Context: an optimization exercise on an open-source flow, tuned for small area and a short achievable clock period. The choices shown serve that exercise and are no tape-out recipe. Function was checked by simulation only, so behaviour that the tests miss may differ from the original. The clock input has no modelled driver; a real chip could not lean on it and would need a root buffer or a full tree. No activity file was given, so power comes from the tool's default toggle rates.

Setup of try-yarrow:
==> flow/design.v (excerpt) <==
module PacketArbiter #
 ( parameter WIDTH = 8,
   parameter DEPTH = 8,
   parameter DLOG2 = 3,
   parameter KLOG2 = 3)
 ( input   clk,
   input   reset,
   input  [WIDTH-1:0]  A_tdata,
   input   A_tvalid,
   input   A_tlast,
   output reg A_tready,
   input  [WIDTH-1:0]  B_tdata,
   input   B_tvalid,
   input   B_tlast,
   output reg B_tready,
   output reg [WIDTH-1:0]  K_tdata,
   output reg K_tvalid,
   output reg K_tlast,
   input   K_tready);
clock: 4.0 ns
lec_check: 0
cap_margin: 20
core_margin: 2
core_utilization: 60
setup_slack_margin: 2.4
slew_margin: 20
standard.sh (not shown) runs the stock make flow with config.mk's settings and CLKGATE_MAP_FILE= SYNTH_SCRIPT=/design/flow/synth_recipe.tcl, a recipe that flattens the netlist after the stock synthesis.
==> flow/flow/run.sh <==
#!/bin/bash
# Standard ORFS layout, except that:
# - the clock tree is built by flow/cts_pre.tcl (hooked in through PRE_CTS_TCL)
#   instead of TritonCTS;
# - the port buffers are buf_2 cells (BUFFER_PORTS_ARGS).
# make's output goes to make.log here; ORFS's per-step logs stay under orfs/logs.
set -euo pipefail
here=$(pwd)
bash standard.sh "PRE_CTS_TCL=$here/flow/cts_pre.tcl" \
  "BUFFER_PORTS_ARGS=-buffer_cell sky130_fd_sc_hd__buf_2" \
  finish > make.log 2>&1
==> flow/flow/cts_pre.tcl <==
# Sourced by ORFS's cts.tcl before clock_tree_synthesis (PRE_CTS_TCL): builds
# a two-level clock tree by hand (the clock port drives 4 mid clock inverters,
# which drive 10 leaf clock inverters, each leaf driving about 26 flip-flops;
# two inversions, so the flip-flops see the port's clock), then turns the
# clock_tree_synthesis call that follows into a no-op.
source [file join [file dirname [info script]] mycts.tcl]
mycts_run 4 10 sky130_fd_sc_hd__clkinv_16 sky130_fd_sc_hd__clkinv_16
set_propagated_clock [all_clocks]
proc clock_tree_synthesis {args} {
  puts "clock_tree_synthesis skipped: manual clock tree in place"
}
Other scripts of this flow, unchanged in this note and not shown: flow/flow/mycts.tcl
try-yarrow did not make it past 4_1_cts, where a tool error ended it.
Modified inputs, try-harbor compared to try-yarrow
-- flow/flow/cts_pre.tcl --
<<< try-yarrow, line 5
# clock_tree_synthesis call that follows into a no-op.
>>> try-harbor, line 5
# repair_clock_inverters and clock_tree_synthesis calls that follow into
# no-ops (repair_clock_inverters would clone the leaf inverters per flip-flop).
<<< try-yarrow, line 9
>>> try-harbor, line 10
proc repair_clock_inverters {args} {
  puts "repair_clock_inverters skipped: manual clock tree in place"
}
### Flow results
try-harbor was carried through to the last stage, and its layout satisfied the timing, design-rule and antenna checks.
Compared with try-yarrow, in try-harbor share of the yosys chip area belonging to registers roughly the same, compound-gate portion of the synthesized area held steady, area after synthesis has remained practically unchanged, count of mapped cells out of synthesis roughly the same.
In try-harbor the design's own scripts or RTL, not TritonCTS, make the clock network.

* * *

Setup of job 1378:
The RTL this note starts from:
==> flow/design.v <==
module PacketArbiter #
 ( parameter WIDTH = 8,
   parameter DEPTH = 8,
   parameter DLOG2 = 3,
   parameter KLOG2 = 3)
 ( input   clk,
   input   reset,
   input  [WIDTH-1:0]  A_tdata,
   input   A_tvalid,
   input   A_tlast,
   output reg A_tready,
   input  [WIDTH-1:0]  B_tdata,
   input   B_tvalid,
   input   B_tlast,
   output reg B_tready,
   output reg [WIDTH-1:0]  K_tdata,
   output reg K_tvalid,
   output reg K_tlast,
   input   K_tready);
  function [2:0] inc3(input [2:0] v);
    inc3 = {v[2] ^ (v[1] & v[0]), v[1] ^ v[0], ~v[0]};
  endfunction
  reg [WIDTH-1:0] A_mem [0:DEPTH-1];
  reg [WIDTH-1:0] B_mem [0:DEPTH-1];
  reg [WIDTH-1:0] K_mem [0:DEPTH-1];
  reg [2:0] wa, wb, kw;
  reg [2:0] lsel;                
  reg [2:0] csel;                
  reg [DEPTH-1:0] ra, rb, kr;    
  reg grant;
  wire endc = (csel != 0) && (csel == kw);
  wire [DEPTH-1:0] krn = {kr[DEPTH-1:1], 1'b0};
  wire klast = krn[lsel];
  wire alast = A_tvalid && A_tlast;
  wire blast = B_tvalid && B_tlast;
  wire [2:0] lsel_n = (grant ? alast : blast) ? (grant ? wa : wb) : lsel;
  wire [2:0] csel_n = (grant ? blast : alast) ? (grant ? wb : wa) : csel;
  always @(posedge clk, posedge reset) begin
    if (reset) begin
      wa <= 0; wb <= 0;
      A_tready <= 1'b0; B_tready <= 1'b0;
    end else begin
      if (A_tvalid) begin
        A_tready <= ~A_tlast;
        wa <= A_tlast ? 3'd0 : inc3(wa);
      end
      if (B_tvalid) begin
        B_tready <= ~B_tlast;
        wb <= B_tlast ? 3'd0 : inc3(wb);
      end
    end
  end
  always @(posedge clk, posedge reset) begin
    if (reset) begin
      ra <= 1; rb <= 1; kw <= 0; grant <= 1'b0; lsel <= 0; csel <= 0;
    end else begin
      lsel <= endc ? csel_n : lsel_n;
      csel <= endc ? lsel_n : csel_n;
      if (grant) rb <= {rb[DEPTH-2:0], rb[DEPTH-1]};
      else       ra <= {ra[DEPTH-2:0], ra[DEPTH-1]};
      kw <= endc ? 3'd0 : inc3(kw);
      grant <= grant ^ endc;
    end
  end
  always @(posedge clk, posedge reset) begin
    if (reset) begin
      kr <= 1; K_tvalid <= 1'b0; K_tlast <= 1'b0;
    end else if (K_tready) begin
      K_tvalid <= 1'b1;
      K_tlast <= klast;
      kr <= klast ? {{(DEPTH-1){1'b0}}, 1'b1} : {kr[DEPTH-2:0], kr[DEPTH-1]};
    end
  end
  reg [WIDTH-1:0] crd, krd;
  integer i;
  always @* begin
    crd = {WIDTH{1'b0}};
    krd = {WIDTH{1'b0}};
    for (i = 0; i < DEPTH; i = i + 1) begin
      crd = crd | ({WIDTH{~grant & ra[i]}} & A_mem[i])
                | ({WIDTH{ grant & rb[i]}} & B_mem[i]);
      krd = krd | ({WIDTH{kr[i]}} & K_mem[i]);
    end
  end
  always @(posedge clk) begin
    if (A_tvalid && (wa != 0 || !reset)) A_mem[wa] <= A_tdata;
    if (B_tvalid && (wb != 0 || !reset)) B_mem[wb] <= B_tdata;
    if (kw != 0 || !reset) K_mem[kw] <= crd;
    if (K_tready) K_tdata <= krd;
  end
endmodule
clock: 4.0 ns
lec_check: 0
cap_margin: 20
core_margin: 2
core_utilization: 60
setup_slack_margin: 2.35
slew_margin: 20
==> flow/flow/cts_pre.tcl <==
# Sourced by ORFS's cts.tcl before clock_tree_synthesis (PRE_CTS_TCL): builds
# a two-level clock tree by hand (the clock port drives 4 mid clock inverters,
# which drive 12 leaf clock inverters, each leaf driving about 20 flip-flops;
# two inversions, so the flip-flops see the port's clock), then turns the
# repair_clock_inverters and clock_tree_synthesis calls that follow into
# no-ops (repair_clock_inverters would clone the leaf inverters per flip-flop).
source [file join [file dirname [info script]] mycts.tcl]
mycts_run 4 12 sky130_fd_sc_hd__clkinv_4 sky130_fd_sc_hd__clkinv_8
set_propagated_clock [all_clocks]
proc repair_clock_inverters {args} {
  puts "repair_clock_inverters skipped: manual clock tree in place"
}
proc clock_tree_synthesis {args} {
  puts "clock_tree_synthesis skipped: manual clock tree in place"
}
Scripts as last shown in full above: flow/flow/run.sh
Other scripts of this flow, unchanged in this note and not shown: flow/flow/mycts.tcl
--- input diff job 1378..job 8709 ---
- changing SETUP_SLACK_MARGIN from 2.35 to 2.55
==> flow/flow/cts_pre.tcl <==
# Sourced by ORFS's cts.tcl before clock_tree_synthesis (PRE_CTS_TCL): builds
# a two-level clock tree by hand (the clock port drives 4 mid clock inverters,
# which drive 10 leaf clock inverters, each leaf driving about 26 flip-flops;
# two inversions, so the flip-flops see the port's clock), then turns the
# repair_clock_inverters and clock_tree_synthesis calls that follow into
# no-ops (repair_clock_inverters would clone the leaf inverters per flip-flop).
source [file join [file dirname [info script]] mycts.tcl]
mycts_run 4 10 sky130_fd_sc_hd__clkinv_8 sky130_fd_sc_hd__clkinv_16
set_propagated_clock [all_clocks]
proc repair_clock_inverters {args} {
  puts "repair_clock_inverters skipped: manual clock tree in place"
}
proc clock_tree_synthesis {args} {
  puts "clock_tree_synthesis skipped: manual clock tree in place"
}
Footprint of the multi-input gates was lower in the run labelled job 1378.
For the proportion of power drawn by the clock network, job 8709 came in 1.2 points higher than job 1378 did.
Sort job 8709 and job 1378 by wire length of the first global-routing pass asc -> top: job 1378
Looking at job 8709 and job 1378, the global-route met1 utilization is a wash.
Measured against job 1378, the cell area of job 8709 comes out at 1.13 times the reference value.
Sequential fraction of total cell area sits lower in job 8709 than in job 1378.
For job 9868, these inputs were changed with respect to job 8709:
- SETUP_SLACK_MARGIN now 2.35, was 2.55
--- outcome ---
| final number of setup-violating endpoints | job 8709 vs job 9868 | ≈ equal |. Summary of job 9868 over job 8709: via count -3.6%; actual transition at the worst max-transition pin +0.043 ns; setup slack of the critical path after layout -0.014 ns; iteration count of the initial detailed-routing pass +1. Post-cts hold buffer count: job 9868 vs job 8709 identical. The run showing the smaller placement-stage cell area is job 9868. Cell area | job 9868 vs job 8709 | job 9868 smaller. Met2 routed wirelength: job 9868 < job 8709.
> inputs changed (job 9868 -> job 7603)
- CORE_UTILIZATION: 60 -> 65
==> flow/flow/cts_pre.tcl <==
# Sourced by ORFS's cts.tcl before clock_tree_synthesis (PRE_CTS_TCL): builds
# a two-level clock tree by hand (the clock port drives 4 mid clock inverters,
# which drive 8 leaf clock inverters, each leaf driving about 30 flip-flops;
# two inversions, so the flip-flops see the port's clock), then turns the
# repair_clock_inverters and clock_tree_synthesis calls that follow into
# no-ops (repair_clock_inverters would clone the leaf inverters per flip-flop).
source [file join [file dirname [info script]] mycts.tcl]
mycts_run 4 8 sky130_fd_sc_hd__clkinv_8 sky130_fd_sc_hd__clkinv_16
set_propagated_clock [all_clocks]
proc repair_clock_inverters {args} {
  puts "repair_clock_inverters skipped: manual clock tree in place"
}
proc clock_tree_synthesis {args} {
  puts "clock_tree_synthesis skipped: manual clock tree in place"
}
### Flow results
Measured against each other, job 7603 and job 9868 differ in clock share of power, the lower figure coming from job 7603.
Relative to job 9868, core utilization of the finished layout has increased by 5.7 points in job 7603.
Re area growth from synthesis to layout: job 9868 was higher than job 7603.
Final standard cell area without fillers, job 7603 vs job 9868: down slightly
Between job 7603 and job 9868, ratio of final minimum period to clock period is lower for job 9868, job 7603 comes in above that.
The higher combinational group share of total power came out of job 7603.
In every run of this note, the design's own scripts or RTL, not TritonCTS, make the clock network.

separate check: timing with driven ports:
No port has a modelled driver above. Below, the same layouts with a new extraction and two added sets of constraints.
Step 1 (the two cells are an assumption about what drives the block):
set clk [get_ports {clk}]
set_driving_cell -lib_cell sky130_fd_sc_hd__clkbuf_16 $clk
set_driving_cell -lib_cell sky130_fd_sc_hd__buf_2 [delete_from_list [all_inputs] $clk]
Step 2 also shifts input and output timing later by t, the mid clock arrival at the registers, as if the neighbouring blocks saw the same clock.
a / b / c = no drivers / after step 1 / after step 2; a / b = the first two.
| run | shift t [ns] | slack for setup (ns) | slew at the worst register clock pin (ns) | worst data-port slew with drivers (ns) | pins driven straight from the clock port |
|---|---|---|---|---|---|
| try-harbor | 0.371 | 2.311 / 2.274 / 2.116 | 0.07 / 0.07 | 0.07 | 4 |
| job 1378 | 0.333 | 2.344 / 2.322 / 2.109 | 0.09 / 0.09 | 0.04 | 4 |
| job 8709 | 0.341 | 2.362 / 2.288 / 2.171 | 0.07 / 0.07 | 0.07 | 4 |
| job 9868 | 0.336 | 2.348 / 2.296 / 2.127 | 0.07 / 0.07 | 0.04 | 4 |
| job 7603 | 0.319 | 2.338 / 2.309 / 2.162 | 0.08 / 0.08 | 0.05 | 4 |
After both steps every run listed still meets setup and hold. For job 1378, which loses most, drivers alone change the setup slack by -0.022 ns; drivers and shift together by -0.235 ns.
